Source: an optimization exercise on an open RTL-to-GDS flow (aim: small area and a short achievable clock period). Production flows keep margins and buffers that such runs may drop. RTL that was checked went through simulation tests only; none was proved equivalent to the original. Power is estimated from default activity; no workload was simulated.

## harbor
==> flow/design.v (excerpt) <==
module fpu_mul( input         CLK,
                input         RESET,
                input         EN,
                input  [31:0] A,
                input  [31:0] B,
                output [31:0] Z );
Size: roughly 2,100 cells after synthesis, roughly 180 flip-flops, about 99 I/O pins, ~20,000 um2 of cells after synthesis.
==> flow/config.mk <==
export PLATFORM = sky130hd
export DESIGN_NAME = fpu_mul
export DESIGN_NICKNAME = fpu_mul
export VERILOG_FILES = /design/flow/design.v
export SDC_FILE = /design/flow/constraint.sdc
export NUM_CORES = 4
export LEC_CHECK = 0
export ABC_AREA = 1
export CAP_MARGIN = 20
export CORE_MARGIN = 2
export CORE_UTILIZATION = 40
export SETUP_SLACK_MARGIN = 5
export SLEW_MARGIN = 20
export SYNTH_HIERARCHICAL = 1
==> flow/constraint.sdc <==
create_clock -name core_clock -period 10.0 [get_ports {CLK}]
set_input_delay 2.0000 -clock core_clock [delete_from_list [all_inputs] [get_ports {CLK}]]
set_output_delay 2.0000 -clock core_clock [all_outputs]
set_load 0.01 [all_outputs]
standard.sh (not shown) runs the stock make flow with config.mk's settings and CLKGATE_MAP_FILE= SYNTH_SCRIPT=/design/flow/synth_recipe.tcl, a recipe that flattens the netlist after the stock synthesis.
==> flow/flow/run.sh <==
#!/bin/bash
# Layout flow: the standard flow (standard.sh, the ORFS make targets) with
#  - the port buffers that ORFS inserts on every input and output made with
#    sky130_fd_sc_hd__buf_1 (BUFFER_PORTS_ARGS) instead of the default choice.
# Synthesis, floorplan, placement, CTS and routing are otherwise unchanged.
# Each ORFS step writes its full log under orfs/logs/; make's own output goes
# to standard.log here.
set -euo pipefail
MARGIN=$(cat flow/margin.txt 2>/dev/null || echo 6)
BUF=$(cat flow/portbuf.txt 2>/dev/null || echo sky130_fd_sc_hd__buf_1)
sed -E "s/SETUP_SLACK_MARGIN=[0-9.+-]+/SETUP_SLACK_MARGIN=${MARGIN} 'BUFFER_PORTS_ARGS=-buffer_cell ${BUF}'/" standard.sh > standard_margin.sh
grep -q "SETUP_SLACK_MARGIN=${MARGIN} " standard_margin.sh
bash standard_margin.sh > standard.log 2>&1
==> flow/flow/margin.txt <==
6.0
harbor reached the end of the flow, and the finished layout is clean on the timing, design-rule and antenna checks.
diff inputs: harbor => amber
diff --git a/flow/design.v b/flow/design.v
--- a/flow/design.v
+++ b/flow/design.v
@@ -1034,28 +1034,18 @@
 wire [9:0] e2p = e2 + 10'd1;
 wire zero_a = e2[9] | zero2,  inf_a = (e2[9:8] == 2'b01);
 wire zero_b = e2p[9] | zero2, inf_b = (e2p[9:8] == 2'b01);
 wire ret_zero = r24 ? zero_b : zero_a;
 wire ret_inf  = r24 ? inf_b : inf_a;
 wire [7:0] en = r24 ? e2p[7:0] : e2[7:0];
-reg        zs_r;        
-reg        kz_r;        
-reg        fi_r;        
-reg        km_r;        
-reg  [7:0] ze_r;
-reg [22:0] zm_r;
+wire [30:0] ret_val = ret_zero ? 31'd0 : ret_inf ? {8'hFF, 23'd0} : {en, f};
+reg [31:0] z_r;
 always_ff @(posedge CLK)
-  if (RESET) begin
-    zs_r <= 1'b0; kz_r <= 1'b0; fi_r <= 1'b0; km_r <= 1'b0;
-  end else begin
-    zs_r <= sign2; kz_r <= ~ret_zero; fi_r <= ret_inf & ~ret_zero; km_r <= ~(ret_zero | ret_inf);
-  end
-always_ff @(posedge CLK) begin
-  ze_r <= en; zm_r <= f;
-end
-assign Z = {zs_r, {8{fi_r}} | ({8{kz_r}} & ze_r), {23{km_r}} & zm_r};
+  if (RESET) z_r <= 32'd0;
+  else       z_r <= {sign2, ret_val};
+assign Z = z_r;
 endmodule
 module add_cmp24( input  [23:0] a,
                   input  [23:0] b,
                   output [23:0] s0,
                   output [23:0] s1 );
 wire [23:0] p = a ^ b;
### Flow results
When amber is measured against harbor, its cell area turns out 0.88% higher.
NOTE via count harbor->amber increased slightly
amber has fraction of power consumed by the clock network below what harbor had.
Taking harbor as the reference, in amber multi-input gate share of the layout cell area rose by 0.52 points, detailed-route wire length per cell +7.7%.
Total power: amber vs harbor up about 8%
Utilization after layout in amber is 0.50 points above harbor.
The RTL of harbor was laid out without a check of its function.


Another version of the RTL of fpu_mul (not shown whole).
Size: about 2,300 cells after synthesis, roughly 99 I/O pins, about 20,000 um^2 of cells after synthesis.
## fpu_mul
module fpu_mul( input         CLK,
                input         RESET,
                input         EN,
                input  [31:0] A,
                input  [31:0] B,
                output [31:0] Z );
export LEC_CHECK = 0
export ABC_AREA = 1
export CAP_MARGIN = 20
export CORE_MARGIN = 2
export CORE_UTILIZATION = 55
export SETUP_SLACK_MARGIN = 5
export SLEW_MARGIN = 20
export SYNTH_HIERARCHICAL = 1
export TNS_END_PERCENT = 10
create_clock -name core_clock -period 10.0 [get_ports {CLK}]
==> flow/flow/margin.txt <==
6.3
Scripts as last shown in full above: flow/flow/run.sh
==> next run, changes <==
--- a/flow/design.v
+++ b/flow/design.v
@@ -1020,18 +1020,16 @@
 wire x22 = hA[22], y22 = hB[22];
 wire [24:0] X = hA[47:23], Y = hB[47:23];
 wire [24:0] S = X ^ Y;
 wire [24:0] C = {X[23:0] & Y[23:0], 1'b0};
 wire m, r0;    
 round_sel u_rnd (.x22(x22), .y22(y22), .s0(S[0]), .st(st2), .c22(c22), .m(m), .r0(r0));
-wire [23:0] T0, T1;    
-add_cmp24 u_cmp (.a(S[24:1]), .b(C[24:1]), .s0(T0), .s1(T1));
-wire [22:0] F0 = T0[23] ? T0[22:0] : {T0[21:0], r0};
-wire [22:0] F1 = T1[23] ? T1[22:0] : {T1[21:0], r0};
-wire [22:0] f = m ? F1 : F0;
-wire r24 = m ? T1[23] : T0[23];
+wire [23:0] T;    
+add_cin24 u_add (.a(S[24:1]), .b(C[24:1]), .ci(m), .s(T));
+wire [22:0] f = T[23] ? T[22:0] : {T[21:0], r0};
+wire r24 = T[23];
 wire [9:0] e2 = {1'b0, es2} - 10'd127;
 wire [9:0] e2p = {1'b0, es2} - 10'd126;
 wire zero_a = e2[9] | zero2,  inf_a = (e2[9:8] == 2'b01);
 wire zero_b = e2p[9] | zero2, inf_b = (e2p[9:8] == 2'b01);
 wire ret_zero = r24 ? zero_b : zero_a;
 wire ret_inf  = r24 ? inf_b : inf_a;
@@ -1050,16 +1048,16 @@
   end
 always_ff @(posedge CLK) begin
   ze_r <= en; zm_r <= f;
 end
 assign Z = {zs_r, {8{fi_r}} | ({8{kz_r}} & ze_r), {23{km_r}} & zm_r};
 endmodule
-module add_cmp24( input  [23:0] a,
+module add_cin24( input  [23:0] a,
                   input  [23:0] b,
-                  output [23:0] s0,
-                  output [23:0] s1 );
+                  input         ci,
+                  output [23:0] s );
 wire [23:0] p = a ^ b;
 wire [23:0] g = a & b;
 wire [23:0] G1, P1;
 assign G1[0] = g[0];
 assign P1[0] = p[0];
 assign G1[1] = g[1] | (p[1] & g[0]);
@@ -1301,14 +1299,13 @@
 assign G5[21] = G4[21] | (P4[21] & G4[15]);
 assign P5[21] = P4[21] & P4[15];
 assign G5[22] = G4[22] | (P4[22] & G4[15]);
 assign P5[22] = P4[22] & P4[15];
 assign G5[23] = G4[23] | (P4[23] & G4[15]);
 assign P5[23] = P4[23] & P4[15];
-assign s0 = p ^ {G5[22:0], 1'b0};
-assign s1 = p ^ {G5[22:0] | P5[22:0], 1'b1};
+assign s = p ^ {G5[22:0] | (P5[22:0] & {23{ci}}), ci};
 endmodule
 module carry_pfx
                  ( input  [5:0] a,
                    input  [5:0] b,
                    input          ci,
                    output         co );
Outcome:
- synthesized area falls by about 3.7%
- design area shrinks by 3.6%
- flip-flop and latch count does not change
- count of clock-buffer cells in the layout does not change
- power drops by about 17%
- via count fell by about 7%
- die area decreases by about 3.6%
- hold slack is about the same
- wire length falls by about 4%
- non-clock buffer count went up by 7
- clock power falls by about 9%
The RTL of the first run of this note was laid out without a check of its function.

[port drivers added, routing unchanged]
The results above use ideal ports. As a check the final layouts listed here were re-extracted and re-timed, cells and wires unchanged.
Step 1, drivers: a clkbuf_16 drives CLK and a buf_2 each remaining input, both assumed.
Step 2, shift: input delay + t, output delay - t, t = (earliest + latest rising clock arrival at the registers) / 2. This alone moves slack from input paths to output paths.
a / b / c = ideal / step 1 / step 2; a / b = the first two.
run | t, ns | setup slack, ns | worst slew at a driven data input, ns
harbor | 0.537 | 6.040 / 6.040 / 6.040 | 0.05
amber | 0.548 | 6.022 / 6.022 / 6.022 | 0.06
the first run of note 2 | 0.511 | 6.172 / 6.172 / 5.820 | 0.04
the second run of note 2 | 0.516 | 6.232 / 6.232 / 5.789 | 0.05
After both steps setup and hold are still met in every run listed. For the second run of note 2, which loses most, drivers alone change the setup slack by 0.000 ns; drivers and shift together by -0.443 ns.
